This design comes from an exercise in tuning for small area and a short achievable clock period on the open sky130 flow, not from production work.
At most, simulation tests tie the RTL to the original design; equivalence was not proved.
Only the layout flow was run in run 9; the RTL was not checked for function there.
Power and IR drop assume default switching activity.

==> flow/design.v (outline; a module is shown in full before it is edited, if it fits) <==
// module DECODER_UNIT: 12 lines
// module ARITHMETIC_UNIT: 25 lines
// module ADDSUB: 17 lines
// module DIV_STEP: 18 lines
// module DIV_LAST: 13 lines
// module HIGH_OR: 22 lines
// module DIV_HEAD: 23 lines
// module DIV_TAIL: 23 lines
// module MUL16: 1070 lines
// module LOGIC_UNIT: 12 lines
// module CMP_UNIT: 13 lines
// module SHIFT_UNIT: 11 lines
// module ALU_TOP: 66 lines
module ALU_TOP (
  input  wire [15:0] A_TOP,
  input  wire [15:0] B_TOP,
  input  wire [3:0]  ALU_FUN_TOP,
  input  wire        CLK_TOP,
  input  wire        RST_TOP,
  output wire [31:0] Arith_OUT_TOP,
  output wire        Carry_OUT_TOP,
  output wire        Arith_Flag_TOP,
  output wire [15:0] Logic_OUT_TOP,
  output wire        Logic_Flag_TOP,
  output wire [1:0]  CMP_OUT_TOP,
  output wire        CMP_Flag_TOP,
  output wire [15:0] Shift_OUT_TOP,
  output wire        Shift_Flag_TOP
);
  // ...
==> flow/flow/run.sh <==
#!/bin/bash
# The standard layout (the standard.sh) with these changes:
# - the port buffers are sky130_fd_sc_hd__buf_1 cells;
# - Yosys's synth skips its generic "abc -fast" pass before full-adder
#   extraction (ABC still maps the design to cells afterwards);
# - ABC's area script (ABC_AREA = 1) is replaced by an area-recovering
#   mapping without ABC's buffering and sizing: strash; dch; map -a; topo
#   (a copy of ORFS's scripts folder, with only abc_area.script changed);
set -euo pipefail
cp -r "$FLOW_HOME/scripts" orfs_scripts
printf 'strash\ndch\nmap -a\ntopo\n' > orfs_scripts/abc_area.script
export SCRIPTS_DIR="$PWD/orfs_scripts"
export BUFFER_PORTS_ARGS="-buffer_cell sky130_fd_sc_hd__buf_1"
export SYNTH_ARGS="-noabc"
export SETUP_SLACK_MARGIN=82.8
bash standard.sh > standard.log 2>&1
==> flow/standard.sh <==
#!/bin/bash
# synth_recipe.tcl (not shown) runs the flow's synth.tcl, then flattens the netlist and writes it again
# the make line also repeats each setting of config.mk as NAME=value (left out here)
make -C /OpenROAD-flow-scripts/flow DESIGN_CONFIG=/design/flow/config.mk WORK_HOME=/design/flow/orfs CLKGATE_MAP_FILE= SYNTH_SCRIPT=/design/flow/synth_recipe.tcl "${@:-finish}"
==> flow/config.mk <==
export PLATFORM = sky130hd
export DESIGN_NAME = ALU_TOP
export DESIGN_NICKNAME = ALU_TOP
export VERILOG_FILES = /design/flow/design.v
export SDC_FILE = /design/flow/constraint.sdc
export NUM_CORES = 4
export LEC_CHECK = 0
export ABC_AREA = 1
export CAP_MARGIN = 20
export CORE_MARGIN = 2
export CORE_UTILIZATION = 60
export CTS_BUF_LIST = sky130_fd_sc_hd__clkbuf_8
export SLEW_MARGIN = 20
==> flow/constraint.sdc <==
create_clock -name core_clock -period 140.0 [get_ports {CLK_TOP}]
set_input_delay 28.0000 -clock core_clock [delete_from_list [all_inputs] [get_ports {CLK_TOP}]]
set_output_delay 28.0000 -clock core_clock [all_outputs]
set_load 0.01 [all_outputs]
==> flow_summary.json, run 1 <==
{
  "ys_top_cells_by_area": "fa_1 41%, xor2_1 9.6%, dfxtp_1 8.7%",
  "grtUsageTotal_pct": 35.5,
  "place_congestion": 0.979,
  "clockPowerShare_pct": 7.2,
  "top_usage_layer": "met2",
  "dp_slack_ns": 80.84,
  "multi_input_area_share_pct": 78.3,
  "buf_share_pct": 5.70,
  "synth_top_family_by_area": "adder cells",
  "sh_seq_area_pct": 8.46,
  "status": "complete, no violations",
  "final_util_pct": 69.1,
  "worst_path_largest_cell_delay_ns": 0.15,
  "rsz0062_at_grt": "false",
  "swShare_pct": 52.5,
  "crit_type": "primary input to primary output",
  "yosys.area_share.simple_pct": 11.7,
  "maxUsedRoutingLayer": "met4",
  "finalSetupViolCount": 0,
  "postLayoutSetupSlackWorst_ns": 83.47,
  "firstDrtPassIters": 5,
  "clkCellAreaFrac_pct": 1.45,
  "drt_iter0_drc": 1091,
  "seq-power_w": 0.0000188,
  "internal_power_w": 0.000107,
  "register_area_mm2": 0.00119,
  "reg_top3": "a_r x16, b_r x16",
  "initial_core_util_pct": 61.4,
  "cpMostUsedCell": "buf_1",
  "endpoint_kind": "primary output",
  "synth.area.mux_share_pct": 0.0903,
  "p_switching_w": 0.000118,
  "seq_cells": 58
}
==> inputs of run 2 (changes only) <==
==> flow/flow/run.sh (replaced) <==
#!/bin/bash
# The standard layout (the standard.sh) with these changes:
# - the port buffers are sky130_fd_sc_hd__buf_1 cells;
# - Yosys's synth skips its generic "abc -fast" pass before full-adder
#   extraction (ABC still maps the design to cells afterwards);
# - ABC's area script (ABC_AREA = 1) is replaced by an area-recovering
#   mapping without ABC's buffering and sizing: strash; dch; map -a; strash; dch; map -a; topo
#   (a copy of ORFS's scripts folder, with only abc_area.script changed);
set -euo pipefail
cp -r "$FLOW_HOME/scripts" orfs_scripts
printf 'strash\ndch\nmap -a\nstrash\ndch\nmap -a\ntopo\n' > orfs_scripts/abc_area.script
export SCRIPTS_DIR="$PWD/orfs_scripts"
export BUFFER_PORTS_ARGS="-buffer_cell sky130_fd_sc_hd__buf_1"
export SYNTH_ARGS="-noabc"
export SETUP_SLACK_MARGIN=82.8
bash standard.sh > standard.log 2>&1
==> run 2 against run 1 <==
Effect of this change: count of clock-buffer cells in the layout unchanged; power decreased by 0.30%; first-iteration DRC count decreased by 24%; sequential cell count unchanged; via count down 2.2%; still clean on timing, DRC and antenna; wire length shrank 4.9%; combinational power decreased by 2%; critical path depth did not move; cell area is 0.35% lower; clock power grew 24%.
==> flow_summary.json, run 2 <==
{
  "synth_most_common_cell": "nand2_1",
  "cts.sinks": 58,
  "slew_violations": 0,
  "finalHoldViolations": 0,
  "max_slew_margin_pct": 29.5,
  "firstDrtPassIters": 5,
  "ys_seq_elements": 58,
  "fp.dieH_um": 148,
  "dp_hpwl_um": 27400,
  "wl_per_cell_um": 19.4,
  "yosys.area.top_type": "fa_1",
  "wl_met3_um": 3240,
  "async_reset_ff_share_pct": 6.90,
  "diodes": 0,
  "drive_gt1_share_pct": 6.78,
  "cts.clk_slew.worst_paths_ns": 0.08,
  "synth_area_mm2": 0.0125,
  "ys_top_cells_by_area": "fa_1 41%, xor2_1 9.1%, dfxtp_1 8.7%",
  "power_w": 0.000224,
  "finalSetupViolCount": 0,
  "layout_common_cells": "262 x nand2_1, 249 x fa_1, 130 x o22ai_1",
  "max_freq_mhz": 17.7,
  "cap_violations": 0,
  "clk_path_buf_depth": 2,
  "synth_edf_count": 0,
  "power.density_mw_per_mm2": 16.1,
  "io_buffers": 108,
  "ys_top_cells_by_count": "264 x nand2_1, 255 x fa_1, 130 x o22ai_1, 129 x xor2_1, 124 x clkinv_1",
  "numCtsBuffers": 9,
  "cts-root-buf": "clkbuf_8",
  "grt_max_degree": 36,
  "reg_top3": "a_r x16, b_r x16",
  "synth_cell_type_count": 28,
  "core_mm2": 0.0203,
  "nets": 1914,
  "dieWidth_um": 148,
  "fin_tns_setup_ns": 0,
  "grtUsageTotal_pct": 33.4,
  "ant_nets": 0,
  "syn_nets": 1747,
  "vias": 11000,
  "grt_antenna_before_repair": 0,
  "grt_pass1_wl_um": 57400,
  "crit_path_start_kind": "primary input",
  "endpoint_kind": "primary output",
  "initial_core_util_pct": 61.4,
  "min_path_type": "primary input to asynchronous set/reset pin",
  "cp_max_fo": 4,
  "maxUsedRoutingLayer": "met4",
  "status": "complete, no violations",
  "wl_met1_um": 15300,
  "crit_type": "primary input to primary output",
  "rsz0062_at_grt": "false",
  "synthFlopType": "dfxtp_1",
  "grt_overflow": 0,
  "arrival_ns": 28.54,
  "timing.final.crit_share_pct": 40.4,
  "ys_warn_count": 1,
  "worst-endpoint-required_ns": 112.00,
  "worst_pin_slew_ns": 1.06,
  "final_util_pct": 68.9,
  "vdd_ir_drop_max_v": 0.0000182,
  "dieArea_mm2": 0.0219,
  "rows": 52,
  "ioPinCount": 109,
  "synth_cells": 1391,
  "routed_wirelength_um": 35500,
  "place_congestion": 0.953,
  "p_leak_nw": 5.53,
  "first_global_vias": 10700,
  "htree_levels": 3,
  "min_period_ns": 56.54,
  "final_common_cell": "nand2_1",
  "ys_seq_area_share_pct": 9.49,
  "fillCellCount": 1717,
  "syn_area_per_cell_um2": 8.96,
  "wl_met2_um": 16200,
  "drt_iter0_drc": 827,
  "area_growth_pct": 12.2,
  "vias_per_cell": 5.99,
  "cts_tree": "built",
  "synth_top_area_share_pct": 41.0,
  "drc_errors": 0
}
[run 2: cell types whose count changed after synthesis, moves of 2 or more]
cell      previous run  this run
nor4_1               6         4
nand3_1             18        20
o21ai_0            105        93
nand2_1            232       264
o31ai_1              0         6
nor2_1             103        87
a21oi_1             39        48
o21a_1              13         1
clkinv_1           127       124
xor2_1             136       129
o21bai_1             2         6
[run 2: kinds of logic after synthesis]
logic type	Yosys count	synth area share, %
xor+xnor	145	10.2
simple gates	388	12.1
compound gates	356	16.9
fa+ha+maj	318	47.3
flops	58	9.49
buf+inv	124	3.74
mux	2	0.181
[run 2: worst paths after layout]
check,start,to,slack [ns],depth (start not counted)
setup / recovery,ALU_FUN_TOP[2],Shift_Flag_TOP,83.46,4
hold / removal,RST_TOP,f_r[0],27.45,1
max in group asynchronous,RST_TOP,f_r[3],112.30,1
min in group core_clock,A_TOP[0],a_r[0],27.74,1
[run 2: cell type report]
class	instances	area [µm²]	share of cell area [%]
clock buffer	9	124	0.886
clock inverter	7	125	0.895
inverter	124	488	3.49
multi-input combinational	1210	11000	78.3
sequential	58	1180	8.48
tap	270	338	2.42
timing repair buffer	154	762	5.45
timing repair inverter	1	5.00	0.0358
[run 2: layer usage]
metal  GRT usage, %  vias up
met5              0        -
met4           7.38        0
met3           7.52       47
met2           51.7      466
met1           48.8     5368
li1               -     5097
[run 2: repair_timing]
item | 4_1_cts | 5_1_grt
pin swaps | 5 | 6
buffers inserted | 6 | 9
setup endpoints to repair | 13 | 13
gates cloned | 0 | 2
resized for setup | 19 | 38
hold buffers | 0 | 0
[run 2: critical path, stage by stage]
cell	delay [ns]
buf_1	0.17
clkinv_1	0.11
nor2_1	0.10
buf_1	0.16
[run 2: through the flow]
stage	setup WS, ns	hold WS [ns]	instance area [µm²]	cells
after detailed placement	80.35	27.83	13500	1800
after floorplan	82.88	27.70	12500	1391
after CTS	82.86	27.45	13800	1822
after global routing	82.81	27.47	14000	1833
final	83.46	27.45	14000	1833
after global placement	80.86	27.83	13400	1799
[run 2: power by group]
| part | leakage [nW] | switching [W] | total, W | internal, W |
|---|---|---|---|---|
| clock network | 0.124 | 0.00000803 | 0.0000200 | 0.0000120 |
| registers | 0.497 | 0.00000143 | 0.0000187 | 0.0000173 |
| logic | 4.91 | 0.000107 | 0.000186 | 0.0000786 |
| total | 5.53 | 0.000116 | 0.000224 | 0.000108 |
==> inputs of run 3 (changes only) <==
--- a/flow/flow/run.sh
+++ b/flow/flow/run.sh
@@ -6,6 +6,8 @@
 # - ABC's area script (ABC_AREA = 1) is replaced by an area-recovering
 #   mapping without ABC's buffering and sizing: strash; dch; map -a; strash; dch; map -a; topo
 #   (a copy of ORFS's scripts folder, with only abc_area.script changed);
+# - CTS builds a clock tree of clkbuf_8 cells, up to 20 registers per leaf buffer, without dummy loads
+#   (CTS_ARGS: -sink_clustering_enable -repair_clock_nets -buf_list sky130_fd_sc_hd__clkbuf_8 -sink_clustering_size 20 -sink_clustering_max_diameter 100 -dont_use_dummy_load);
 set -euo pipefail
 cp -r "$FLOW_HOME/scripts" orfs_scripts
 printf 'strash\ndch\nmap -a\nstrash\ndch\nmap -a\ntopo\n' > orfs_scripts/abc_area.script
@@ -13,4 +15,5 @@
 export BUFFER_PORTS_ARGS="-buffer_cell sky130_fd_sc_hd__buf_1"
 export SYNTH_ARGS="-noabc"
 export SETUP_SLACK_MARGIN=82.8
+export CTS_ARGS="-sink_clustering_enable -repair_clock_nets -buf_list sky130_fd_sc_hd__clkbuf_8 -sink_clustering_size 20 -sink_clustering_max_diameter 100 -dont_use_dummy_load"
 bash standard.sh > standard.log 2>&1
==> run 3 against run 2 <==
Effect of this change: still clean; wire length is 0.32% lower; area after synthesis is the same; synthesized cell count is the same; first-iteration DRC count fell by 5.6%; fmax about the same; clock power shrank 41%; die area unchanged; critical path depth unchanged; power is 3.3% lower; via count is 0.33% higher; critical endpoint unchanged; largest power group unchanged; highest routed layer unchanged.
==> flow_summary.json, run 3 <==
{
  "grt_antenna_before_repair": 0,
  "ys_top_cells_by_count": "264 x nand2_1, 255 x fa_1, 130 x o22ai_1, 129 x xor2_1, 124 x clkinv_1",
  "synth_cell_type_count": 28,
  "synth_area_mm2": 0.0125,
  "grtUsageMet1_pct": 49.1,
  "synth_compound_area_share_pct": 16.9,
  "cts-root-buf": "clkbuf_8",
  "syn_area_per_cell_um2": 8.96,
  "core_mm2": 0.0203,
  "slew_violations": 0,
  "nets": 1914,
  "synth_edf_count": 0,
  "rows": 52,
  "critical_path.top_delay_family": "buffers and inverters",
  "synth_most_common_cell": "nand2_1",
  "layout_common_cells": "262 x nand2_1, 248 x fa_1, 130 x o22ai_1",
  "power.density_mw_per_mm2": 15.7,
  "grtUsageTotal_pct": 33.3,
  "ant_nets": 0,
  "crit_buf_inv": 3,
  "min_period_ns": 56.55,
  "dieArea_mm2": 0.0219,
  "grtUsageMet2_pct": 51.6,
  "clk_path_buf_depth": 2,
  "syn_nets": 1747,
  "dpl_cell_area_mm2": 0.0135,
  "vdd_ir_drop_max_v": 0.0000181,
  "synth_top_family_by_area": "adder cells",
  "routed_wirelength_um": 35400,
  "max_freq_mhz": 17.7,
  "status": "complete, no violations",
  "grtUsageMet3_pct": 6.90,
  "synth.area.mux_share_pct": 0.181,
  "area_growth_pct": 11.3,
  "vias_per_cell": 6.03,
  "synthFlopType": "dfxtp_1",
  "synthAdderAreaFrac_pct": 47.3,
  "dp_hpwl_um": 27400,
  "finalHoldViolations": 0,
  "fin_tns_setup_ns": 0,
  "drc_errors": 0,
  "htree_levels": 3,
  "grt_max_degree": 36,
  "crit_type": "primary input to primary output",
  "worst-endpoint-required_ns": 112.00,
  "ys_seq_elements": 58,
  "synth_cells": 1391,
  "endpoint_kind": "primary output",
  "numCtsBuffers": 9,
  "yosys.area_share.xor_xnor_pct": 10.2,
  "min_path_type": "primary input to asynchronous set/reset pin",
  "grt_overflow": 0,
  "cpMostUsedCell": "buf_1",
  "cp_max_fo": 4,
  "first_global_vias": 10700,
  "dieWidth_um": 148,
  "vias": 11000,
  "diodes": 0,
  "place_congestion": 0.953,
  "dp.cells": 1800,
  "grt_pass1_wl_um": 57300,
  "ioPinCount": 109,
  "rsz0062_at_grt": "false",
  "io_buffers": 108,
  "synth_top_area_share_pct": 41.0,
  "final_common_cell": "nand2_1",
  "crit_path_start_kind": "primary input",
  "worst_path_largest_cell_delay_ns": 0.17,
  "ys_warn_count": 1,
  "arrival_ns": 28.55,
  "ys_seq_area_share_pct": 9.49,
  "cts.sinks": 58,
  "final_cells": 1826,
  "finalSetupViolCount": 0,
  "top_usage_layer": "met2",
  "p_leak_nw": 5.47,
  "wl_per_cell_um": 19.4,
  "fin_area_mm2": 0.0139,
  "cts.clk_slew.worst_paths_ns": 0.06,
  "yosys.area_share.simple_pct": 12.1,
  "reg_top3": "a_r x16, b_r x16",
  "max_slew_margin_pct": 29.4,
  "ys_top_cells_by_area": "fa_1 41%, xor2_1 9.1%, dfxtp_1 8.7%",
  "crit_chain": "buf_1 -> clkinv_1 -> nor2_1 -> buf_1",
  "hold_buffers": 0,
  "yosys.area.top_type": "fa_1",
  "cts_tree": "built",
  "cap_violations": 0,
  "initial_core_util_pct": 61.4,
  "worst_pin_slew_ns": 1.06,
  "firstDrtPassIters": 5,
  "fp.dieH_um": 148,
  "timing.final.crit_share_pct": 40.4,
  "crit_slowest_cell": "buf_1",
  "drt_iter0_drc": 781,
  "hold_slack_ns": 27.47,
  "drive_gt1_share_pct": 6.49,
  "async_reset_ff_share_pct": 6.90
}
## run 3: logic make-up (layout without fill, tap and decap cells)
kind of cell	count (synthesis)	in the layout
fa+ha+maj	318	318
flops	58	58
mux	2	2
xor+xnor	145	145
compound gates	356	356
simple gates	388	389
buf+inv	124	288
## run 3: stage by stage
stage,power (W),util [%],worst slack [ns]
floorplan,0.000138,-,82.88
CTS,0.000216,67.5,82.81
finish,0.000217,68.3,83.45
detailed placement,0.000200,66.3,80.35
global route,0.000241,68.3,82.79
global placement,0.000199,66.2,80.86
## run 3: worst max-delay path by stage
stage	start	to	slack, ns	depth (start not counted)
after detailed placement	B_TOP[14]	dr_r[4]	80.35	94
final	ALU_FUN_TOP[2]	Shift_Flag_TOP	83.45	4
after global placement	B_TOP[14]	dr_r[4]	80.86	94
after global routing	B_TOP[14]	dr_r[2]	82.79	93
after CTS	B_TOP[14]	dr_r[6]	82.81	92
after floorplan	B_TOP[14]	dr_r[4]	82.88	92
## run 3: power breakdown
| part | switching [W] | internal [W] |
|---|---|---|
| Sequential | 0.00000143 | 0.0000173 |
| Combinational | 0.000108 | 0.0000787 |
| Clock | 0.00000609 | 0.00000571 |
## run 3: cell type report
cell class,count,area [µm²]
repair buffers,154,766
clock buffers,9,124
repair inverters,1,5.00
fillers,1734,6440
well taps,270,338
inverters,124,488
flip-flops and latches,58,1180
multi-input cells,1210,11000
## run 3: per-layer routing
layer,share of wire [%],vias up,wire [µm]
li1,-,5083,-
met1,43,5389,15100
met2,46,487,16200
met3,9.3,55,3310
met4,2.3,0,815
met5,0,-,0
## run 3: timing repair
action	4_1_cts	5_1_grt
pin swaps	5	7
hold endpoints to repair	0	0
cloned	0	2
resized for setup	19	41
setup buffers	6	9
endpoints found under the setup margin	13	13
==> inputs of run 4 (changes only) <==
==> flow/flow/run.sh (replaced) <==
#!/bin/bash
# The standard layout (the standard.sh) with these changes:
# - the port buffers are sky130_fd_sc_hd__buf_1 cells;
# - Yosys's synth skips its generic "abc -fast" pass before full-adder
#   extraction (ABC still maps the design to cells afterwards);
# - ABC's area script (ABC_AREA = 1) is replaced by an area-recovering
#   mapping without ABC's buffering and sizing: strash; dch; amap; topo
#   (a copy of ORFS's scripts folder, with only abc_area.script changed);
# - CTS builds a clock tree of clkbuf_8 cells without dummy loads
#   (CTS_ARGS: -sink_clustering_enable -repair_clock_nets -buf_list sky130_fd_sc_hd__clkbuf_8 -dont_use_dummy_load);
set -euo pipefail
cp -r "$FLOW_HOME/scripts" orfs_scripts
printf 'strash\ndch\namap\ntopo\n' > orfs_scripts/abc_area.script
export SCRIPTS_DIR="$PWD/orfs_scripts"
export BUFFER_PORTS_ARGS="-buffer_cell sky130_fd_sc_hd__buf_1"
export SYNTH_ARGS="-noabc"
export SETUP_SLACK_MARGIN=82.8
export CTS_ARGS="-sink_clustering_enable -repair_clock_nets -buf_list sky130_fd_sc_hd__clkbuf_8 -dont_use_dummy_load"
bash standard.sh > standard.log 2>&1
==> run 4 against run 3 <==
Effect of this change: sequential share of layout area barely moved; die area fell by 2.6%; cell area rose by 0.35%; sequential cell count did not move; global-route usage rose by 5.0 points; clock power rose by 3%; critical endpoint unchanged; fmax barely moved; final cell count rose by 0.38%; count of clock-buffer cells in the layout did not move.
==> flow_summary.json, run 4 <==
{
  "dieArea_mm2": 0.0214,
  "yosys.area_share.simple_pct": 11.2,
  "ys_top_cells_by_count": "255 x fa_1, 197 x o22ai_1, 171 x nor2_1, 129 x clkinv_1, 128 x nand2_1",
  "ys_top_cells_by_area": "fa_1 42%, o22ai_1 10%, dfxtp_1 8.9%",
  "area_growth_pct": 14.8,
  "nets": 1926,
  "place_congestion": 0.942,
  "cts_tree": "built",
  "synthAdderAreaFrac_pct": 48.6,
  "crit_buf_inv": 3,
  "grtUsageTotal_pct": 38.3,
  "worst_path_largest_cell_delay_ns": 0.16,
  "ioPinCount": 109,
  "synth_area_mm2": 0.0121,
  "fin_tns_setup_ns": 0,
  "firstDrtPassIters": 6,
  "arrival_ns": 28.51,
  "wl_per_cell_um": 22.1,
  "synth_edf_count": 0,
  "diodes": 0,
  "routed_wirelength_um": 40500,
  "grt_overflow": 0,
  "hold_buffers": 0,
  "cts.clk_slew.worst_paths_ns": 0.07,
  "clk_path_buf_depth": 2,
  "yosys.area_share.xor_xnor_pct": 0.0723,
  "grt_max_degree": 47,
  "status": "complete, no violations",
  "rsz0062_at_grt": "false",
  "final_common_cell": "fa_1",
  "grt_pass1_wl_um": 63800,
  "numCtsBuffers": 9,
  "dieWidth_um": 146,
  "vias_per_cell": 6.50,
  "max_freq_mhz": 17.7,
  "synth_compound_area_share_pct": 26.3,
  "drt_iter0_drc": 1367,
  "initial_core_util_pct": 61.7,
  "core_mm2": 0.0197,
  "vias": 11900,
  "syn_area_per_cell_um2": 8.82,
  "crit_path_start_kind": "primary input",
  "async_reset_ff_share_pct": 6.90,
  "cts-root-buf": "clkbuf_8",
  "reg_top3": "a_r x16, b_r x16",
  "syn_nets": 1730,
  "min_period_ns": 56.51,
  "worst_pin_slew_ns": 0.998,
  "synth_cell_type_count": 28,
  "cap_violations": 0,
  "drive_gt1_share_pct": 10.6,
  "max_slew_margin_pct": 33.4,
  "drc_errors": 0,
  "layout_common_cells": "226 x fa_1, 189 x o22ai_1, 161 x nor2_1",
  "ant_nets": 0,
  "endpoint_kind": "primary output",
  "crit_chain": "buf_1 -> clkinv_1 -> nor2_1 -> buf_1",
  "yosys.area.top_type": "fa_1",
  "finalHoldViolations": 0,
  "crit_slowest_cell": "buf_1",
  "dp_hpwl_um": 28800,
  "ys_warn_count": 1,
  "cp_max_fo": 4,
  "synth_most_common_cell": "fa_1",
  "slew_violations": 0,
  "timing.final.crit_share_pct": 40.4,
  "min_path_type": "primary input to asynchronous set/reset pin",
  "grt_antenna_before_repair": 0,
  "io_buffers": 108,
  "finalSetupViolCount": 0,
  "crit_type": "primary input to primary output",
  "critical_path.top_delay_family": "buffers and inverters",
  "ys_seq_elements": 58,
  "vdd_ir_drop_max_v": 0.00000997,
  "fp.dieH_um": 146,
  "cpMostUsedCell": "buf_1",
  "first_global_vias": 11500,
  "synth_top_family_by_area": "adder cells",
  "synth_cells": 1374,
  "power.density_mw_per_mm2": 12.9,
  "synth_top_area_share_pct": 42.1,
  "synthFlopType": "dfxtp_1",
  "worst-endpoint-required_ns": 112.00,
  "fin_area_mm2": 0.0139,
  "p_leak_nw": 5.02,
  "ys_seq_area_share_pct": 9.76,
  "synth.area.mux_share_pct": 0,
  "dpl_cell_area_mm2": 0.0133,
  "cts.sinks": 58,
  "htree_levels": 3,
  "rows": 51
}
==> run 4: cell types whose count changed after synthesis, sizes merged, moves of 17 or more <==
cell   delta
nand2   -136
xor2    -128
nor2     +84
a21oi    +70
o22ai    +67
o22a     +45
a31oi    -25
o21ai    +25
a22oi    -17
==> run 4: worst paths after layout <==
kind | from | end | slack (ns) | depth (start not counted)
worst min-delay path | RST_TOP | f_r[1] | 27.47 | 1
min in group core_clock | A_TOP[4] | a_r[4] | 27.72 | 1
worst max-delay path | ALU_FUN_TOP[2] | Shift_Flag_TOP | 83.49 | 4
max in group asynchronous | RST_TOP | f_r[3] | 112.26 | 1
==> run 4: logic make-up (layout without fill, tap and decap cells) <==
| kind of cell | after synthesis | after routing |
|---|---|---|
| AO/OA/AOI/OAI | 526 | 526 |
| AND/OR/NAND/NOR | 342 | 342 |
| adder cells (fa/ha/maj) | 318 | 318 |
| buffers and inverters | 129 | 323 |
| flip-flops | 58 | 58 |
| XOR/XNOR | 1 | 1 |
==> run 4: final cells by class <==
type	instances	area (µm²)
clock buffers	9	124
fillers	1624	5740
inverters	129	513
multi-input cells	1187	10700
flip-flops and latches	58	1190
well taps	265	332
repair buffers	185	1010
==> run 4: report_power, final <==
| group | leakage (nW) | internal [W] | switching, W |
|---|---|---|---|
| clock network | 0.0647 | 0.00000571 | 0.00000651 |
| logic | 4.46 | 0.0000658 | 0.0000826 |
| registers | 0.497 | 0.0000173 | 0.00000176 |
| total | 5.02 | 0.0000888 | 0.0000909 |
==> run 4: metrics by stage <==
| stage | power (W) | std cells | setup slack [ns] | util [%] | hold slack [ns] |
|---|---|---|---|---|---|
| final | 0.000180 | 1833 | 83.49 | 70.8 | 27.47 |
| after floorplan | 0.000117 | 1374 | 82.83 | - | 27.70 |
| after detailed placement | 0.000163 | 1784 | 81.23 | 67.7 | 27.85 |
| after global placement | 0.000161 | 1784 | 81.89 | 67.7 | 27.84 |
| after CTS | 0.000177 | 1812 | 82.80 | 69.3 | 27.48 |
| after global routing | 0.000200 | 1833 | 82.68 | 70.8 | 27.49 |
==> run 4: layer usage <==
layer / vias up / global-route usage [%] / part of all wire [%]
li1: 5353 / - / -
met1: 5646 / 55.9 / 40
met2: 793 / 56.1 / 44
met3: 119 / 8.88 / 12
met4: 0 / 14.4 / 4.8
met5: - / 0 / 0
==> run 4: timing repair <==
action                                  in CTS  in global routing
gates cloned                                 0                  3
gates resized for setup                     11                 50
buffers inserted                            19                 18
pin swaps                                   11                 12
endpoints found under the setup margin      13                 13
==> inputs of run 5 (changes only) <==
--- a/flow/config.mk
+++ b/flow/config.mk
@@ -9,5 +9,5 @@
 export CAP_MARGIN = 20
 export CORE_MARGIN = 2
 export CORE_UTILIZATION = 60
-export CTS_BUF_LIST = sky130_fd_sc_hd__clkbuf_8
+export GPL_TIMING_DRIVEN = 0
 export SLEW_MARGIN = 20
==> run 5 against run 4 <==
Effect of this change: still clean; non-clock buffer count decreased by 30; final cell count decreased by 1.5%; area after synthesis unchanged; synthesized cell count unchanged; clock power about the same; core utilization increased by 0.11 points; critical path type unchanged; largest cell class unchanged.
==> flow_summary.json, run 5 <==
{
  "status": "complete, no violations",
  "min_path_type": "primary input to asynchronous set/reset pin",
  "timing.final.crit_share_pct": 40.4,
  "synthAdderAreaFrac_pct": 48.6,
  "firstDrtPassIters": 6,
  "final_cells": 1806,
  "cts-root-buf": "clkbuf_8",
  "grt_overflow": 0,
  "synth_compound_area_share_pct": 26.3,
  "synth_most_common_cell": "fa_1",
  "ys_seq_elements": 58,
  "finalHoldViolations": 0,
  "io_buffers": 108,
  "drt_iter0_drc": 1222,
  "dieArea_mm2": 0.0214,
  "synth.area.mux_share_pct": 0,
  "clk_path_buf_depth": 2,
  "synth_cell_type_count": 28,
  "nets": 1899,
  "grtUsageTotal_pct": 37.5,
  "worst_pin_slew_ns": 1.10,
  "synth_cells": 1374,
  "dp_slack_ns": 80.21,
  "fp.dieH_um": 146,
  "grt_antenna_before_repair": 0,
  "ys_top_cells_by_count": "255 x fa_1, 197 x o22ai_1, 171 x nor2_1, 129 x clkinv_1, 128 x nand2_1",
  "vias_per_cell": 6.49,
  "postLayoutSetupSlackWorst_ns": 83.48,
  "worst-endpoint-required_ns": 112.00,
  "dp.cells": 1765,
  "dpl_cell_area_mm2": 0.0134,
  "final_common_cell": "fa_1",
  "ys_top_cells_by_area": "fa_1 42%, o22ai_1 10%, dfxtp_1 8.9%",
  "finalSetupViolCount": 0,
  "wl_per_cell_um": 21.7,
  "min_period_ns": 56.52,
  "crit_type": "primary input to primary output",
  "ys_seq_area_share_pct": 9.76,
  "synth_area_mm2": 0.0121,
  "htree_levels": 3,
  "p_leak_nw": 4.96,
  "grt_pass1_wl_um": 62800,
  "routed_wirelength_um": 39200,
  "ant_nets": 0,
  "syn_nets": 1730,
  "grt_max_degree": 41,
  "initial_core_util_pct": 61.7,
  "yosys.area.top_type": "fa_1",
  "final_util_pct": 70.9,
  "first_global_vias": 11400,
  "vias": 11700,
  "cp_max_fo": 4,
  "cts.clk_slew.worst_paths_ns": 0.05,
  "core_mm2": 0.0197,
  "yosys.area_share.simple_pct": 11.2,
  "power.density_mw_per_mm2": 12.9,
  "endpoint_kind": "primary output",
  "drive_gt1_share_pct": 10.4,
  "cap_violations": 0,
  "synth_top_area_share_pct": 42.1,
  "yosys.area_share.xor_xnor_pct": 0.0723,
  "hold_buffers": 0,
  "cts.sinks": 58,
  "synthFlopType": "dfxtp_1",
  "ys_warn_count": 1,
  "slew_violations": 0,
  "arrival_ns": 28.52,
  "ioPinCount": 109,
  "cts_tree": "built",
  "syn_area_per_cell_um2": 8.82,
  "async_reset_ff_share_pct": 6.90,
  "max_slew_margin_pct": 26.8,
  "fillCellCount": 1618,
  "place_congestion": 0.998,
  "layout_common_cells": "228 x fa_1, 186 x o22ai_1, 159 x nor2_1",
  "diodes": 0,
  "rsz0062_at_grt": "false",
  "dp_hpwl_um": 29900,
  "rows": 51,
  "drc_errors": 0,
  "synth_edf_count": 0,
  "numCtsBuffers": 9,
  "reg_top3": "a_r x16, b_r x16",
  "crit_path_start_kind": "primary input",
  "dieWidth_um": 146,
  "area_growth_pct": 15.0,
  "vdd_ir_drop_max_v": 0.0000150,
  "fin_tns_setup_ns": 0,
  "max_freq_mhz": 17.7,
  "fin_area_mm2": 0.0139,
  "synth_top_family_by_area": "adder cells"
}
run 5: changes by cell type in the layout (fill, tap and decap cells not counted), sizes merged:
| cell | before | now |
|---|---|---|
| buf | 184 | 153 |
| clkbuf | 10 | 11 |
| clkinv | 125 | 121 |
| inv | 2 | 6 |
| nor2 | 171 | 173 |
| nor3 | 19 | 20 |
run 5: logic make-up after synthesis:
logic type,count (synthesis)
fa+ha+maj,318
flops,58
compound gates,526
simple gates,342
buf+inv,129
xor+xnor,1
run 5: routing by layer:
metal | vias to the layer above | track usage, % | routed length, µm
met1 | 5598 | 54.3 | 16100
met5 | - | 0 | 0
met2 | 725 | 55.8 | 17400
met4 | 0 | 12.8 | 1360
met3 | 96 | 9.09 | 4350
li1 | 5307 | - | -
run 5: final cells by class:
class	instances	area, µm²	area share, %
multi-input combinational	1190	10900	77.9
inverter	129	514	3.69
tap	265	332	2.38
clock buffer	9	124	0.889
sequential	58	1200	8.61
timing repair buffer	155	908	6.52
run 5: power breakdown:
part / leakage [nW] / internal, W / switching, W
registers: 0.498 / 0.0000173 / 0.00000268
logic: 4.39 / 0.0000656 / 0.0000826
clock network: 0.0647 / 0.00000570 / 0.00000644
run 5: worst max-delay path, cell delays in order:
cell and delay [ns]:
buf_1 0.15, clkinv_1 0.10, nor2_1 0.11, buf_1 0.16
run 5: how the worst max path moves through the flow:
stage               cells after the start  slack (ns)            from                to
floorplan                              88       82.83       B_TOP[11]          dr_r[10]
global placement                       90       79.69          a_r[4]  Arith_OUT_TOP[0]
detailed placement                     90       80.21          a_r[4]  Arith_OUT_TOP[0]
CTS                                    91       82.79          a_r[4]  Arith_OUT_TOP[0]
global route                           92       82.82          a_r[4]  Arith_OUT_TOP[0]
finish                                  4       83.48  ALU_FUN_TOP[2]    Logic_Flag_TOP
run 5: repair_timing:
action / CTS / global route
cloned: 2 / 2
endpoints found under the setup margin: 13 / 13
buffers inserted: 19 / 9
pin swaps: 15 / 17
resized for setup: 17 / 46
run 5: metrics by stage:
| stage | hold slack [ns] | power (W) |
|---|---|---|
| 2_1_floorplan | 27.70 | 0.000117 |
| 3_3_place_gp | 27.83 | 0.000159 |
| 3_5_place_dp | 27.83 | 0.000163 |
| 4_1_cts | 27.48 | 0.000178 |
| 5_1_grt | 27.50 | 0.000201 |
| 6_report | 27.48 | 0.000180 |
==> inputs of run 6 (changes only) <==
--- a/flow/flow/run.sh
+++ b/flow/flow/run.sh
@@ -4,13 +4,13 @@
 # - Yosys's synth skips its generic "abc -fast" pass before full-adder
 #   extraction (ABC still maps the design to cells afterwards);
 # - ABC's area script (ABC_AREA = 1) is replaced by an area-recovering
-#   mapping without ABC's buffering and sizing: strash; dch; amap; topo
+#   mapping without ABC's buffering and sizing: strash; dch; map -a; strash; dch; map -a; topo
 #   (a copy of ORFS's scripts folder, with only abc_area.script changed);
 # - CTS builds a clock tree of clkbuf_8 cells without dummy loads
 #   (CTS_ARGS: -sink_clustering_enable -repair_clock_nets -buf_list sky130_fd_sc_hd__clkbuf_8 -dont_use_dummy_load);
 set -euo pipefail
 cp -r "$FLOW_HOME/scripts" orfs_scripts
-printf 'strash\ndch\namap\ntopo\n' > orfs_scripts/abc_area.script
+printf 'strash\ndch\nmap -a\nstrash\ndch\nmap -a\ntopo\n' > orfs_scripts/abc_area.script
 export SCRIPTS_DIR="$PWD/orfs_scripts"
 export BUFFER_PORTS_ARGS="-buffer_cell sky130_fd_sc_hd__buf_1"
 export SYNTH_ARGS="-noabc"
==> run 6 against run 5 <==
Effect of this change: clock power down 5%; critical endpoint is now Shift_Flag_TOP; via count down 6.7%; count of clock-buffer cells in the layout unchanged; critical path type unchanged; still clean on timing, DRC and antenna.
==> flow_summary.json, run 6 <==
{
  "status": "complete, no violations",
  "slew_violations": 0,
  "grt_max_degree": 36,
  "ys_seq_area_share_pct": 9.49,
  "cpMostUsedCell": "buf_1",
  "max_slew_margin_pct": 28.2,
  "dieArea_mm2": 0.0219,
  "internal_power_w": 0.000102,
  "firstDrtPassIters": 5,
  "drt_iter0_drc": 957,
  "clockPowerShare_pct": 5.3,
  "syn_nets": 1747,
  "nets": 1901,
  "power_w": 0.000218,
  "dp.cells": 1778,
  "critical_path.top_delay_family": "buffers and inverters",
  "ys_warn_count": 1,
  "cp_max_fo": 4,
  "ant_nets": 0,
  "seq_power_share_pct": 9.1,
  "htree_levels": 3,
  "crit_chain": "buf_1 -> clkinv_1 -> nor2_1 -> buf_1",
  "reg_top3": "a_r x16, b_r x16",
  "cts.clk_slew.worst_paths_ns": 0.06,
  "synth_edf_count": 0,
  "cts-root-buf": "clkbuf_8",
  "p_switching_w": 0.000116,
  "synth_top_area_share_pct": 41.0,
  "dp_hpwl_um": 27800,
  "rsz0062_at_grt": "false",
  "power.density_mw_per_mm2": 15.7,
  "fp.dieH_um": 148,
  "drive_gt1_share_pct": 6.87,
  "finalHoldViolations": 0,
  "ys_top_cells_by_area": "fa_1 41%, xor2_1 9.1%, dfxtp_1 8.7%",
  "timing.final.crit_share_pct": 40.4,
  "async_reset_ff_share_pct": 6.90,
  "worst-endpoint-required_ns": 112.00,
  "cts_tree": "built",
  "min_path_type": "primary input to asynchronous set/reset pin",
  "min_period_ns": 56.57,
  "synth_cells": 1391,
  "area_growth_pct": 11.7,
  "vias": 10900,
  "synth_cell_type_count": 28,
  "crit_slowest_cell": "buf_1",
  "clk_path_buf_depth": 2,
  "drc_errors": 0,
  "synth_most_common_cell": "nand2_1",
  "crit_buf_inv": 3,
  "first_global_vias": 11000,
  "final_common_cell": "nand2_1",
  "syn_area_per_cell_um2": 8.96,
  "ys_seq_elements": 58,
  "core_mm2": 0.0203,
  "arrival_ns": 28.57,
  "crit_type": "primary input to primary output",
  "comb_power_share_pct": 85.6,
  "place_congestion": 0.942,
  "swShare_pct": 53.2,
  "routed_wirelength_um": 35800,
  "yosys.area.top_type": "fa_1",
  "grtUsageTotal_pct": 34.3,
  "endpoint_kind": "primary output",
  "cap_violations": 0,
  "crit_cells": 4,
  "diodes": 0,
  "fin_tns_setup_ns": 0,
  "ioPinCount": 109,
  "io_buffers": 108,
  "initial_core_util_pct": 61.4,
  "numCtsBuffers": 9,
  "finalSetupViolCount": 0,
  "synthFlopType": "dfxtp_1",
  "p_leak_nw": 5.45,
  "cts.sinks": 58,
  "vias_per_cell": 6.03,
  "crit_path_start_kind": "primary input",
  "layout_common_cells": "260 x nand2_1, 245 x fa_1, 130 x o22ai_1",
  "grt_antenna_before_repair": 0,
  "grt_pass1_wl_um": 58800,
  "synth_area_mm2": 0.0125,
  "rows": 52,
  "ys_top_cells_by_count": "264 x nand2_1, 255 x fa_1, 130 x o22ai_1, 129 x xor2_1, 124 x clkinv_1",
  "grt_overflow": 0,
  "max_freq_mhz": 17.7,
  "final_cells": 1813,
  "dieWidth_um": 148,
  "wl_per_cell_um": 19.7,
  "worst_pin_slew_ns": 1.07,
  "vdd_ir_drop_max_v": 0.0000268,
  "worst_path_largest_cell_delay_ns": 0.18
}
==> run 6: cell types whose count changed after synthesis, moves of 45 or more <==
cell,before,now
a21oi_1,118,48
o22a_1,45,0
xor2_1,1,129
o22ai_1,197,130
nand2_1,128,264
nor2_1,171,87
==> run 6: metal layers <==
metal	vias to the layer above	GRT usage (%)	wire (µm)
met4	0	8.00	809
met3	66	8.93	3530
met5	-	0	0
met1	5328	48.3	14700
met2	483	53.9	16700
li1	5059	-	-
==> run 6: worst paths after layout <==
| check | from | end |
|---|---|---|
| min in group core_clock | A_TOP[1] | a_r[1] |
| min | RST_TOP | f_r[0] |
| max | ALU_FUN_TOP[2] | Shift_Flag_TOP |
| max in group asynchronous | RST_TOP | f_r[3] |
==> run 6: logic make-up (layout without fill, tap and decap cells) <==
family	after synthesis	after routing	synth area share (%)
AO/OA/AOI/OAI	356	356	16.9
XOR/XNOR	145	145	10.2
adder cells (fa/ha/maj)	318	318	47.3
multiplexers	2	2	0.181
AND/OR/NAND/NOR	388	389	12.1
flip-flops	58	58	9.49
buffers and inverters	124	275	3.74
==> run 6: area by class of cell <==
cell class	count	area [µm²]
multi-input combinational	1210	11000
fill	1732	6380
sequential	58	1190
timing repair buffer	142	769
inverter	124	492
tap	270	338
clock buffer	9	124
==> run 6: power groups by stage <==
| stage | registers, W | clock network, W | logic [W] |
|---|---|---|---|
| floorplan | 0.0000196 | 0 | 0.000118 |
| global placement | 0.0000209 | 0 | 0.000178 |
| detailed placement | 0.0000201 | 0 | 0.000182 |
| CTS | 0.0000198 | 0.0000117 | 0.000186 |
| global route | 0.0000200 | 0.0000122 | 0.000211 |
| finish | 0.0000198 | 0.0000115 | 0.000187 |
==> run 6: stage by stage <==
step                worst slack (ns)  util (%)  area (µm²)  hold slack, ns
floorplan                      82.88         -       12500           27.70
finish                         83.43      68.6       13900           27.48
detailed placement             79.64      66.1       13400           27.83
global placement               79.84      65.1       13200           27.83
CTS                            82.82      67.5       13700           27.48
global route                   82.84      68.6       13900           27.50
==> run 6: timing repair <==
action | 4_1_cts | 5_1_grt
gates cloned | 1 | 0
pin swaps | 9 | 9
resized for setup | 27 | 37
setup buffers | 10 | 14
setup endpoints to repair | 13 | 13
hold buffers | 0 | 0
hold endpoints to repair | 0 | 0
==> inputs of run 7 (changes only) <==
--- a/flow/config.mk
+++ b/flow/config.mk
@@ -9,5 +9,5 @@
 export CAP_MARGIN = 20
 export CORE_MARGIN = 2
 export CORE_UTILIZATION = 60
-export GPL_TIMING_DRIVEN = 0
+export CTS_BUF_LIST = sky130_fd_sc_hd__clkbuf_8
 export SLEW_MARGIN = 20
==> run 7 against run 6 <==
Effect of this change: power down 0.44%; worst setup slack better by 0.022 ns; count of clock-buffer cells in the layout unchanged; core utilization down 0.28 points; final cell count up 0.72%; die area unchanged; first-iteration DRC count down 18%; sequential power down 5%; fmax about the same; critical endpoint unchanged; largest power group unchanged.
==> flow_summary.json, run 7 <==
{
  "grt_overflow": 0,
  "max_freq_mhz": 17.7,
  "clk_path_buf_depth": 2,
  "crit_type": "primary input to primary output",
  "reg_top3": "a_r x16, b_r x16",
  "dieWidth_um": 148,
  "synthFlopType": "dfxtp_1",
  "fillCellCount": 1734,
  "grtUsageMet3_pct": 6.90,
  "power.density_mw_per_mm2": 15.7,
  "drc_errors": 0,
  "vias_per_cell": 6.03,
  "ys_warn_count": 1,
  "cp_max_fo": 4,
  "grt_antenna_before_repair": 0,
  "ioPinCount": 109,
  "vias": 11000,
  "initial_core_util_pct": 61.4,
  "cts_tree": "built",
  "crit_path_start": "ALU_FUN_TOP[2]",
  "grtUsageMet1_pct": 49.1,
  "diodes": 0,
  "worst_pin_slew_ns": 1.06,
  "ys_top_cells_by_area": "fa_1 41%, xor2_1 9.1%, dfxtp_1 8.7%",
  "max_slew_margin_pct": 29.4,
  "syn_nets": 1747,
  "synth_cell_type_count": 28,
  "io_buffers": 108,
  "finalHoldViolations": 0,
  "fin_tns_setup_ns": 0,
  "synth_area_mm2": 0.0125,
  "wl_per_cell_um": 19.4,
  "core_mm2": 0.0203,
  "synth_cells": 1391,
  "timing.final.crit_share_pct": 40.4,
  "first_global_vias": 10700,
  "cts-root-buf": "clkbuf_8",
  "hold_slack_ns": 27.47,
  "synth_most_common_cell": "nand2_1",
  "rsz0062_at_grt": "false",
  "syn_area_per_cell_um2": 8.96,
  "grt_max_degree": 36,
  "htree_levels": 3,
  "endpoint_kind": "primary output",
  "crit_path_start_kind": "primary input",
  "min_path_type": "primary input to asynchronous set/reset pin",
  "grtUsageTotal_pct": 33.3,
  "final_common_cell": "nand2_1",
  "grt_pass1_wl_um": 57300,
  "ys_seq_elements": 58,
  "async_reset_ff_share_pct": 6.90,
  "dp_hpwl_um": 27400,
  "drive_gt1_share_pct": 6.49,
  "status": "complete, no violations",
  "cts.clk_slew.worst_paths_ns": 0.06,
  "top_usage_layer": "met2",
  "synth_edf_count": 0,
  "yosys.area.top_type": "fa_1",
  "layout_common_cells": "262 x nand2_1, 248 x fa_1, 130 x o22ai_1",
  "arrival_ns": 28.55,
  "numCtsBuffers": 9,
  "worst-endpoint-required_ns": 112.00,
  "vdd_ir_drop_max_v": 0.0000181,
  "ys_top_cells_by_count": "264 x nand2_1, 255 x fa_1, 130 x o22ai_1, 129 x xor2_1, 124 x clkinv_1",
  "routed_wirelength_um": 35400,
  "fp.dieH_um": 148,
  "firstDrtPassIters": 5,
  "min_period_ns": 56.55,
  "nets": 1914,
  "synth_top_area_share_pct": 41.0,
  "finalSetupViolCount": 0,
  "area_growth_pct": 11.3,
  "ys_seq_area_share_pct": 9.49,
  "slew_violations": 0,
  "grtUsageMet2_pct": 51.6,
  "ant_nets": 0,
  "dieArea_mm2": 0.0219,
  "cap_violations": 0,
  "drt_iter0_drc": 781,
  "cts.sinks": 58,
  "place_congestion": 0.953,
  "rows": 52,
  "p_leak_nw": 5.47
}
## run 7: cell types whose count changed in the layout (fill, tap and decap cells not counted), sizes merged
| cell | before | now |
|---|---|---|
| buf | 142 | 154 |
| clkinv | 116 | 115 |
| clkinvlp | 4 | 5 |
| inv | 4 | 5 |
| nand2 | 264 | 265 |
| nor2 | 88 | 87 |
## run 7: layout make-up
cell class	instances	area [µm²]	area share, %
Timing Repair Buffer	154	766	5.52
Clock buffer	9	124	0.894
Multi-Input combinational cell	1210	11000	79.0
Timing Repair inverter	1	5.00	0.0361
Sequential cell	58	1180	8.55
Tap cell	270	338	2.44
Inverter	124	488	3.52
## run 7: metal layers
layer | up-vias | share of wire, %
li1 | 5083 | -
met5 | - | 0
met1 | 5389 | 43
met3 | 55 | 9.3
met2 | 487 | 46
met4 | 0 | 2.3
## run 7: how the worst max path moves through the flow
stage	endpoint	slack, ns
final	Shift_Flag_TOP	83.45
after global routing	dr_r[2]	82.79
after CTS	dr_r[6]	82.81
after detailed placement	dr_r[4]	80.35
after global placement	dr_r[4]	80.86
after floorplan	dr_r[4]	82.88
## run 7: logic make-up after synthesis
family | after synthesis | synth area share (%)
AO/OA/AOI/OAI | 356 | 16.9
multiplexers | 2 | 0.181
flip-flops | 58 | 9.49
buffers and inverters | 124 | 3.74
XOR/XNOR | 145 | 10.2
adder cells (fa/ha/maj) | 318 | 47.3
AND/OR/NAND/NOR | 388 | 12.1
## run 7: critical path: stages
cell and delay (ns):
buf_1 0.17, clkinv_1 0.11, nor2_1 0.11, buf_1 0.16
## run 7: timing repair
item | 4_1_cts | 5_1_grt
setup endpoints to repair | 13 | 13
hold buffers | 0 | 0
resized for setup | 19 | 41
gates cloned | 0 | 2
pin swaps | 5 | 7
buffers inserted | 6 | 9
## run 7: per-stage QoR
step           cell area (µm²)  worst slack (ns)  utilization [%]  power (W)  instances
2_1_floorplan            12500             82.88                -   0.000138       1391
3_3_place_gp             13400             80.86             66.2   0.000199       1799
3_5_place_dp             13500             80.35             66.3   0.000200       1800
4_1_cts                  13700             82.81             67.5   0.000216       1815
5_1_grt                  13900             82.79             68.3   0.000241       1826
6_report                 13900             83.45             68.3   0.000217       1826
## run 7: power breakdown
part | internal [W] | switching (W)
clock | 0.00000571 | 0.00000609
combinational | 0.0000787 | 0.000108
sequential | 0.0000173 | 0.00000143
==> inputs of run 8 (changes only) <==
--- a/flow/flow/run.sh
+++ b/flow/flow/run.sh
@@ -4,13 +4,13 @@
 # - Yosys's synth skips its generic "abc -fast" pass before full-adder
 #   extraction (ABC still maps the design to cells afterwards);
 # - ABC's area script (ABC_AREA = 1) is replaced by an area-recovering
-#   mapping without ABC's buffering and sizing: strash; dch; map -a; strash; dch; map -a; topo
+#   mapping without ABC's buffering and sizing: strash; &get -n; &deepsyn -T 30; &put; dch; amap; topo
 #   (a copy of ORFS's scripts folder, with only abc_area.script changed);
 # - CTS builds a clock tree of clkbuf_8 cells without dummy loads
 #   (CTS_ARGS: -sink_clustering_enable -repair_clock_nets -buf_list sky130_fd_sc_hd__clkbuf_8 -dont_use_dummy_load);
 set -euo pipefail
 cp -r "$FLOW_HOME/scripts" orfs_scripts
-printf 'strash\ndch\nmap -a\nstrash\ndch\nmap -a\ntopo\n' > orfs_scripts/abc_area.script
+printf 'strash\n&get -n\n&deepsyn -T 30\n&put\ndch\namap\ntopo\n' > orfs_scripts/abc_area.script
 export SCRIPTS_DIR="$PWD/orfs_scripts"
 export BUFFER_PORTS_ARGS="-buffer_cell sky130_fd_sc_hd__buf_1"
 export SYNTH_ARGS="-noabc"
==> run 8 against run 7 <==
Effect of this change: core utilization increased by 0.91 points; worst setup slack improved by 0.020 ns; critical path depth unchanged; power decreased by 20%; area after synthesis decreased by 2.3%; sequential share of layout area about the same; non-clock buffer count increased by 11; synthesized cell count increased by 0.72%; die area decreased by 2.2%; global-route usage increased by 4.2 points; count of clock-buffer cells in the layout unchanged; wire length increased by 13%; largest cell class unchanged; largest power group unchanged.
==> flow_summary.json, run 8 <==
{
  "yosys.area.top_type": "fa_1",
  "vias_per_cell": 6.41,
  "cp-endpoint": "Logic_Flag_TOP",
  "routed_wirelength_um": 39900,
  "grtUsageTotal_pct": 37.5,
  "synth_most_common_cell": "fa_1",
  "status": "complete, no violations",
  "ant_nets": 0,
  "vdd_ir_drop_max_v": 0.0000174,
  "ys_seq_elements": 58,
  "max_slew_margin_pct": 30.7,
  "crit_path_start_kind": "primary input",
  "dieArea_mm2": 0.0214,
  "async_reset_ff_share_pct": 6.90,
  "vias": 11800,
  "yosys.area_share.simple_pct": 11.6,
  "htree_levels": 3,
  "grtUsageMet1_pct": 55.5,
  "clk_path_buf_depth": 2,
  "core_mm2": 0.0201,
  "min_path_type": "primary input to asynchronous set/reset pin",
  "synthAdderAreaFrac_pct": 48.4,
  "nets": 1933,
  "syn_area_per_cell_um2": 8.69,
  "io_buffers": 108,
  "synth_edf_count": 0,
  "ys_warn_count": 1,
  "cts.sinks": 58,
  "grtUsageMet2_pct": 57.1,
  "wl_per_cell_um": 21.6,
  "slew_violations": 0,
  "synth_compound_area_share_pct": 25.8,
  "reg_top3": "a_r x16, b_r x16",
  "ioPinCount": 109,
  "synth_cells": 1401,
  "drc_errors": 0,
  "synth_cell_type_count": 28,
  "finalSetupViolCount": 0,
  "synth_top_area_share_pct": 41.9,
  "arrival_ns": 28.53,
  "drt_iter0_drc": 1525,
  "min_period_ns": 56.53,
  "grtUsageMet3_pct": 8.22,
  "firstDrtPassIters": 7,
  "final_common_cell": "nor2_1",
  "fin_tns_setup_ns": 0,
  "grt_pass1_wl_um": 62800,
  "cts_tree": "built",
  "synth_top_family_by_area": "adder cells",
  "grt_max_degree": 44,
  "max_freq_mhz": 17.7,
  "area_growth_pct": 14.3,
  "hold_buffers": 0,
  "grt_antenna_before_repair": 0,
  "drive_gt1_share_pct": 11.0,
  "layout_common_cells": "201 x nor2_1, 197 x fa_1, 193 x o22ai_1",
  "rows": 52,
  "timing.final.crit_share_pct": 40.4,
  "place_congestion": 0.985,
  "top_usage_layer": "met2",
  "crit_type": "primary input to primary output",
  "fillCellCount": 1700,
  "first_global_vias": 11300,
  "ys_top_cells_by_count": "255 x fa_1, 211 x nor2_1, 203 x o22ai_1, 147 x clkinv_1, 131 x o21ai_0",
  "synth_area_mm2": 0.0122,
  "syn_nets": 1757,
  "power.density_mw_per_mm2": 12.5,
  "fp.dieH_um": 146,
  "synthFlopType": "dfxtp_1",
  "register_area_mm2": 0.00119,
  "cap_violations": 0,
  "numCtsBuffers": 9,
  "p_leak_nw": 4.93,
  "cts-root-buf": "clkbuf_8",
  "yosys.area_share.xor_xnor_pct": 0,
  "grt_overflow": 0,
  "synth.area.mux_share_pct": 0,
  "diodes": 0,
  "dp_hpwl_um": 30100,
  "initial_core_util_pct": 60.6,
  "dpl_cell_area_mm2": 0.0134,
  "ys_seq_area_share_pct": 9.71,
  "crit_path_start": "ALU_FUN_TOP[2]",
  "fin_area_mm2": 0.0139,
  "cp_max_fo": 4,
  "rsz0062_at_grt": "false",
  "multi_input_area_mm2": 0.0108,
  "cts.clk_slew.worst_paths_ns": 0.07,
  "ys_top_cells_by_area": "fa_1 42%, o22ai_1 10%, dfxtp_1 8.9%",
  "worst_pin_slew_ns": 1.03,
  "finalHoldViolations": 0,
  "dieWidth_um": 146,
  "endpoint_kind": "primary output",
  "worst-endpoint-required_ns": 112.00
}
run 8: changes by cell type after synthesis, sizes merged, moves of 16 or more:
cell | before | now
a21oi | 48 | 120
o22ai | 130 | 203
o21ai | 93 | 131
clkinv | 124 | 147
o22a | 0 | 27
xnor2 | 16 | 0
nor2 | 87 | 211
a22oi | 17 | 0
a31oi | 39 | 2
nand2 | 264 | 93
xor2 | 129 | 0
run 8: power breakdown:
group / switching (W) / total (W) / internal, W
clock: 0.00000607 / 0.0000118 / 0.00000572
sequential: 0.00000153 / 0.0000189 / 0.0000173
combinational: 0.0000793 / 0.000143 / 0.0000640
run 8: final cells by class:
type,count,area share [%]
Multi-Input combinational cell,1196,77.7
Sequential cell,58,8.53
Inverter,147,4.15
Clock buffer,9,0.890
Tap cell,270,2.43
Timing Repair Buffer,165,6.31
run 8: how the worst min path moves through the flow:
stage / to / depth (start not counted)
floorplan: f_r[0] / 0
global placement: f_r[0] / 1
detailed placement: f_r[0] / 1
CTS: f_r[0] / 1
global route: f_r[0] / 1
finish: f_r[0] / 1
run 8: routing by layer:
metal  up-vias  share of wire [%]
li1       5372                  -
met1      5673                 41
met2       684                 45
met3        91                 12
met4         0                2.9
met5         -                  0
run 8: per-stage QoR:
| step | utilization, % | std cells | power, W | worst slack (ns) | hold WS, ns |
|---|---|---|---|---|---|
| after global placement | 66.7 | 1809 | 0.000154 | 81.01 | 27.84 |
| final | 69.2 | 1845 | 0.000174 | 83.47 | 27.48 |
| after global routing | 69.2 | 1845 | 0.000194 | 82.73 | 27.48 |
| after floorplan | - | 1401 | 0.000117 | 82.81 | 27.70 |
| after CTS | 68.0 | 1832 | 0.000173 | 82.84 | 27.49 |
| after detailed placement | 66.7 | 1809 | 0.000160 | 80.84 | 27.84 |
run 8: cell families after synthesis:
group,after synthesis
AOI/OAI and AO/OA,527
DFF,58
adders and majority gates,318
and+or+nand+nor,351
buffers and inverters,147
run 8: timing repair:
| action | 4_1_cts | 5_1_grt |
|---|---|---|
| endpoints found under the setup margin | 13 | 13 |
| buffers inserted | 14 | 10 |
| resized for setup | 8 | 47 |
| pin swaps | 11 | 7 |
| cloned | 0 | 2 |
run 8: critical path, stage by stage:
cell,delay [ns]
buf_1,0.14
clkinv_1,0.10
nor2_1,0.12
buf_1,0.17
==> module DIV_STEP, before the edit <==
module DIV_STEP #(parameter W = 1) (
  input  wire [W-1:0] U,
  input  wire [W-1:0] BL,
  input  wire         BHZ,
  output wire         Q,
  output wire [W-1:0] UN
);
  wire [W:0]   c;
  wire [W-1:0] s;
  assign c[0] = 1'b0;
  genvar j;
  generate for (j = 0; j < W; j = j + 1) begin : g
    assign s[j]   = U[j] ^ BL[j] ^ c[j];
    assign c[j+1] = (U[j] & BL[j]) | (c[j] & (U[j] ^ BL[j]));
  end endgenerate
  assign Q  = BHZ & ~c[W];
  assign UN = Q ? s : U;
endmodule
==> module DIV_HEAD, before the edit <==
module DIV_HEAD #(parameter K = 11) (
  input  wire [15:0]    A,
  input  wire [15:0]    B,
  output wire [15:16-K] Q,
  output wire [K-1:0]   R
);
  wire [15:1] nz;
  HIGH_OR U_nz (.B(B), .NZ(nz));
  genvar w;
  generate
    for (w = 1; w <= K; w = w + 1) begin : st
      wire [w-1:0] t;
      wire [w-1:0] r;
      if (w == 1) begin : f
        assign t = ~A[15];
      end else begin : n
        assign t = {st[w-1].r, ~A[16-w]};
      end
      DIV_STEP #(.W(w)) u (.U(t), .BL(B[w-1:0]), .BHZ(~nz[w]), .Q(Q[16-w]), .UN(r));
    end
  endgenerate
  assign R = st[K].r;
endmodule
==> module DIV_TAIL, before the edit <==
module DIV_TAIL #(parameter K = 11) (
  input  wire [15-K:0] A,
  input  wire [15:0]   B,
  input  wire [K-1:0]  RH,
  output wire [15-K:0] Q
);
  wire [15:1] nz;
  HIGH_OR U_nz (.B(B), .NZ(nz));
  genvar w;
  generate
    for (w = K + 1; w <= 15; w = w + 1) begin : st
      wire [w-1:0] t;
      wire [w-1:0] r;
      if (w == K + 1) begin : f
        assign t = {RH, ~A[16-w]};
      end else begin : n
        assign t = {st[w-1].r, ~A[16-w]};
      end
      DIV_STEP #(.W(w)) u (.U(t), .BL(B[w-1:0]), .BHZ(~nz[w]), .Q(Q[16-w]), .UN(r));
    end
  endgenerate
  DIV_LAST u_last (.U({st[15].r, ~A[0]}), .B(B), .Q(Q[0]));
endmodule
==> inputs of run 9 (changes only) <==
--- a/flow/design.v
+++ b/flow/design.v
@@ -52,23 +52,24 @@
   end endgenerate
   assign C16 = c[16];
 endmodule
-module DIV_STEP #(parameter W = 1) (
-  input  wire [W-1:0] U,
+module DIV_STEP #(parameter W = 1, parameter INV = 1) (
+  input  wire [W-1:0] X,
   input  wire [W-1:0] BL,
   input  wire         BHZ,
   output wire         Q,
-  output wire [W-1:0] UN
+  output wire [W-1:0] XN
 );
   wire [W:0]   c;
   wire [W-1:0] s;
-  assign c[0] = 1'b0;
+  wire [W-1:0] y = INV ? BL : ~BL;
+  assign c[0] = INV ? 1'b0 : 1'b1;
   genvar j;
   generate for (j = 0; j < W; j = j + 1) begin : g
-    assign s[j]   = U[j] ^ BL[j] ^ c[j];
-    assign c[j+1] = (U[j] & BL[j]) | (c[j] & (U[j] ^ BL[j]));
+    assign s[j]   = X[j] ^ y[j] ^ c[j];
+    assign c[j+1] = (X[j] & y[j]) | (c[j] & (X[j] ^ y[j]));
   end endgenerate
-  assign Q  = BHZ & ~c[W];
-  assign UN = Q ? s : U;
+  assign Q  = BHZ & (INV ? ~c[W] : c[W]);
+  assign XN = ~(Q ? s : X);
 endmodule
 module DIV_LAST (
   input  wire [15:0] U,
@@ -119,11 +120,13 @@
       wire [w-1:0] t;
       wire [w-1:0] r;
       if (w == 1) begin : f
-        assign t = ~A[15];
-      end else begin : n
+        assign t = A[15];
+      end else if (w % 2 == 0) begin : n
         assign t = {st[w-1].r, ~A[16-w]};
+      end else begin : p
+        assign t = {st[w-1].r, A[16-w]};
       end
-      DIV_STEP #(.W(w)) u (.U(t), .BL(B[w-1:0]), .BHZ(~nz[w]), .Q(Q[16-w]), .UN(r));
+      DIV_STEP #(.W(w), .INV(1 - w % 2)) u (.X(t), .BL(B[w-1:0]), .BHZ(~nz[w]), .Q(Q[16-w]), .XN(r));
     end
   endgenerate
   assign R = st[K].r;
@@ -142,11 +145,17 @@
       wire [w-1:0] t;
       wire [w-1:0] r;
       if (w == K + 1) begin : f
-        assign t = {RH, ~A[16-w]};
-      end else begin : n
+        if (w % 2 == 0) begin : n
+          assign t = {RH, ~A[16-w]};
+        end else begin : p
+          assign t = {RH, A[16-w]};
+        end
+      end else if (w % 2 == 0) begin : n
         assign t = {st[w-1].r, ~A[16-w]};
+      end else begin : p
+        assign t = {st[w-1].r, A[16-w]};
       end
-      DIV_STEP #(.W(w)) u (.U(t), .BL(B[w-1:0]), .BHZ(~nz[w]), .Q(Q[16-w]), .UN(r));
+      DIV_STEP #(.W(w), .INV(1 - w % 2)) u (.X(t), .BL(B[w-1:0]), .BHZ(~nz[w]), .Q(Q[16-w]), .XN(r));
     end
   endgenerate
   DIV_LAST u_last (.U({st[15].r, ~A[0]}), .B(B), .Q(Q[0]));
--- a/flow/flow/run.sh
+++ b/flow/flow/run.sh
@@ -4,13 +4,13 @@
 # - Yosys's synth skips its generic "abc -fast" pass before full-adder
 #   extraction (ABC still maps the design to cells afterwards);
 # - ABC's area script (ABC_AREA = 1) is replaced by an area-recovering
-#   mapping without ABC's buffering and sizing: strash; &get -n; &deepsyn -T 30; &put; dch; amap; topo
+#   mapping without ABC's buffering and sizing: strash; dch; amap; topo
 #   (a copy of ORFS's scripts folder, with only abc_area.script changed);
 # - CTS builds a clock tree of clkbuf_8 cells without dummy loads
 #   (CTS_ARGS: -sink_clustering_enable -repair_clock_nets -buf_list sky130_fd_sc_hd__clkbuf_8 -dont_use_dummy_load);
 set -euo pipefail
 cp -r "$FLOW_HOME/scripts" orfs_scripts
-printf 'strash\n&get -n\n&deepsyn -T 30\n&put\ndch\namap\ntopo\n' > orfs_scripts/abc_area.script
+printf 'strash\ndch\namap\ntopo\n' > orfs_scripts/abc_area.script
 export SCRIPTS_DIR="$PWD/orfs_scripts"
 export BUFFER_PORTS_ARGS="-buffer_cell sky130_fd_sc_hd__buf_1"
 export SYNTH_ARGS="-noabc"
==> run 9 against run 8 <==
Effect of this change: still clean; worst setup slack worse by 0.051 ns; via count is 2.9% higher; critical path depth stayed put; sequential share of layout area hardly changed; combinational power hardly changed; final cell count is 2.1% lower; critical endpoint is now Shift_Flag_TOP; largest power group unchanged.
==> flow_summary.json, run 9 <==
{
  "clockPowerShare_pct": 6.8,
  "ys_warn_count": 1,
  "crit_path_start_kind": "primary input",
  "crit_type": "primary input to primary output",
  "grtUsageTotal_pct": 40.2,
  "cap_violations": 0,
  "finalHoldViolations": 0,
  "rows": 51,
  "ys_seq_elements": 58,
  "max_slew_margin_pct": 29.0,
  "max_freq_mhz": 17.7,
  "drc_errors": 0,
  "routed_wirelength_um": 42500,
  "clk_path_buf_depth": 2,
  "dieWidth_um": 145,
  "place_congestion": 0.971,
  "synth_most_common_cell": "fa_1",
  "hold_buffers": 0,
  "cp_max_fo": 4,
  "syn_nets": 1692,
  "fp.dieH_um": 145,
  "swShare_pct": 50.0,
  "min_path_type": "primary input to asynchronous set/reset pin",
  "syn_area_per_cell_um2": 8.99,
  "vdd_ir_drop_max_v": 0.0000116,
  "p_leak_nw": 5.10,
  "cts.sinks": 58,
  "slew_violations": 0,
  "final_cells": 1807,
  "status": "complete, no violations",
  "synth_top_area_share_pct": 42.6,
  "drive_gt1_share_pct": 11.8,
  "synth_cells": 1334,
  "crit_path_start": "ALU_FUN_TOP[3]",
  "finalSetupViolCount": 0,
  "grt_max_degree": 46,
  "numCtsBuffers": 9,
  "firstDrtPassIters": 8,
  "async_reset_ff_share_pct": 6.90,
  "grt_pass1_wl_um": 66100,
  "dp.cells": 1736,
  "yosys.area.top_type": "fa_1",
  "ant_nets": 0,
  "grt_overflow": 0,
  "rsz0062_at_grt": "false",
  "cts_tree": "built",
  "final_common_cell": "o22ai_1",
  "timing.final.crit_share_pct": 40.4,
  "diodes": 0,
  "seq_power_share_pct": 11.1,
  "cp-endpoint": "Shift_Flag_TOP",
  "fin_tns_setup_ns": 0,
  "min_period_ns": 56.58,
  "core_mm2": 0.0195,
  "internal_power_w": 0.0000852,
  "cts-root-buf": "clkbuf_8",
  "ioPinCount": 109,
  "synth_cell_type_count": 29,
  "multi_input_area_mm2": 0.0107,
  "arrival_ns": 28.58,
  "htree_levels": 3,
  "synthFlopType": "dfxtp_1",
  "dieArea_mm2": 0.0211,
  "initial_core_util_pct": 61.4,
  "p_switching_w": 0.0000850,
  "ys_seq_area_share_pct": 9.86,
  "endpoint_kind": "primary output",
  "power.density_mw_per_mm2": 12.2,
  "vias": 12200,
  "fillCellCount": 1555,
  "register_area_mm2": 0.00119
}
## run 9: cell types whose count changed after synthesis, moves of 18 or more
cell / delta
clkinv_1: -24
a22o_1: +18
o21ai_0: -44
o22a_1: -22
nor2_1: -36
o22ai_1: +35
## run 9: worst min-delay path by stage
stage / slack [ns] / start / to / cells after the start
2_1_floorplan: 27.70 / RST_TOP / f_r[0] / 0
4_1_cts: 27.52 / RST_TOP / f_r[2] / 1
3_3_place_gp: 27.87 / RST_TOP / f_r[2] / 1
6_report: 27.52 / RST_TOP / f_r[2] / 1
3_5_place_dp: 27.88 / RST_TOP / f_r[2] / 1
5_1_grt: 27.53 / RST_TOP / f_r[2] / 1
## run 9: per-stage QoR
stage	setup WS, ns	area, µm²	power (W)	util [%]	hold WS [ns]
5_1_grt	82.71	13900	0.000191	71.2	27.53
2_1_floorplan	82.83	12100	0.000117	-	27.70
4_1_cts	82.85	13700	0.000170	70.4	27.52
3_3_place_gp	81.22	13100	0.000153	67.3	27.87
6_report	83.42	13900	0.000170	71.2	27.52
3_5_place_dp	80.83	13100	0.000156	67.3	27.88
## run 9: power groups by stage
stage / Clock, W / Sequential (W) / Combinational (W)
after CTS: 0.0000115 / 0.0000189 / 0.000139
after detailed placement: 0 / 0.0000192 / 0.000137
after global routing: 0.0000120 / 0.0000190 / 0.000160
after floorplan: 0 / 0.0000196 / 0.0000973
after global placement: 0 / 0.0000192 / 0.000134
final: 0.0000116 / 0.0000190 / 0.000140
## run 9: cells by family (layout without fill, tap and decap cells)
| kind of cell | after synthesis | count (layout) | synth area share (%) |
|---|---|---|---|
| compound gates | 527 | 527 | 26.6 |
| buf+inv | 123 | 331 | 3.85 |
| flops | 58 | 58 | 9.86 |
| simple gates | 306 | 306 | 10.3 |
| fa+ha+maj | 320 | 320 | 49.3 |
## run 9: layout make-up
| cell class | count | area share [%] |
|---|---|---|
| inverter | 123 | 3.42 |
| timing repair inverter | 1 | 0.0450 |
| clock buffer | 9 | 0.891 |
| timing repair buffer | 198 | 7.93 |
| multi-input combinational | 1153 | 76.8 |
| tap | 265 | 2.39 |
| sequential | 58 | 8.56 |
## run 9: timing repair
item / 4_1_cts / 5_1_grt
setup buffers: 55 / 6
setup endpoints to repair: 13 / 13
pin swaps: 6 / 11
gates resized for setup: 21 / 37
cloned: 1 / 0
## run 9: worst max-delay path: stages
cell and delay [ns]:
buf_1 0.18, clkinv_1 0.13, nor2_1 0.12, buf_1 0.15
## run 9: routing by layer
metal	wire (µm)	vias to the layer above	part of all wire [%]	GRT usage, %
met5	0	-	0	0
met4	2010	0	4.7	15.4
met1	15800	5767	37	56.9
li1	-	5305	-	-
met3	6220	157	15	12.2
met2	18500	931	43	58.8

Re-timed with assumed drivers on the ports (clkbuf_16 on the clock, buf_2 on other inputs), run 9 has 83.397 ns of setup slack against 83.419 ns with ideal ports, and 83.344 ns once port delays also move by the mid clock arrival of 0.364 ns.
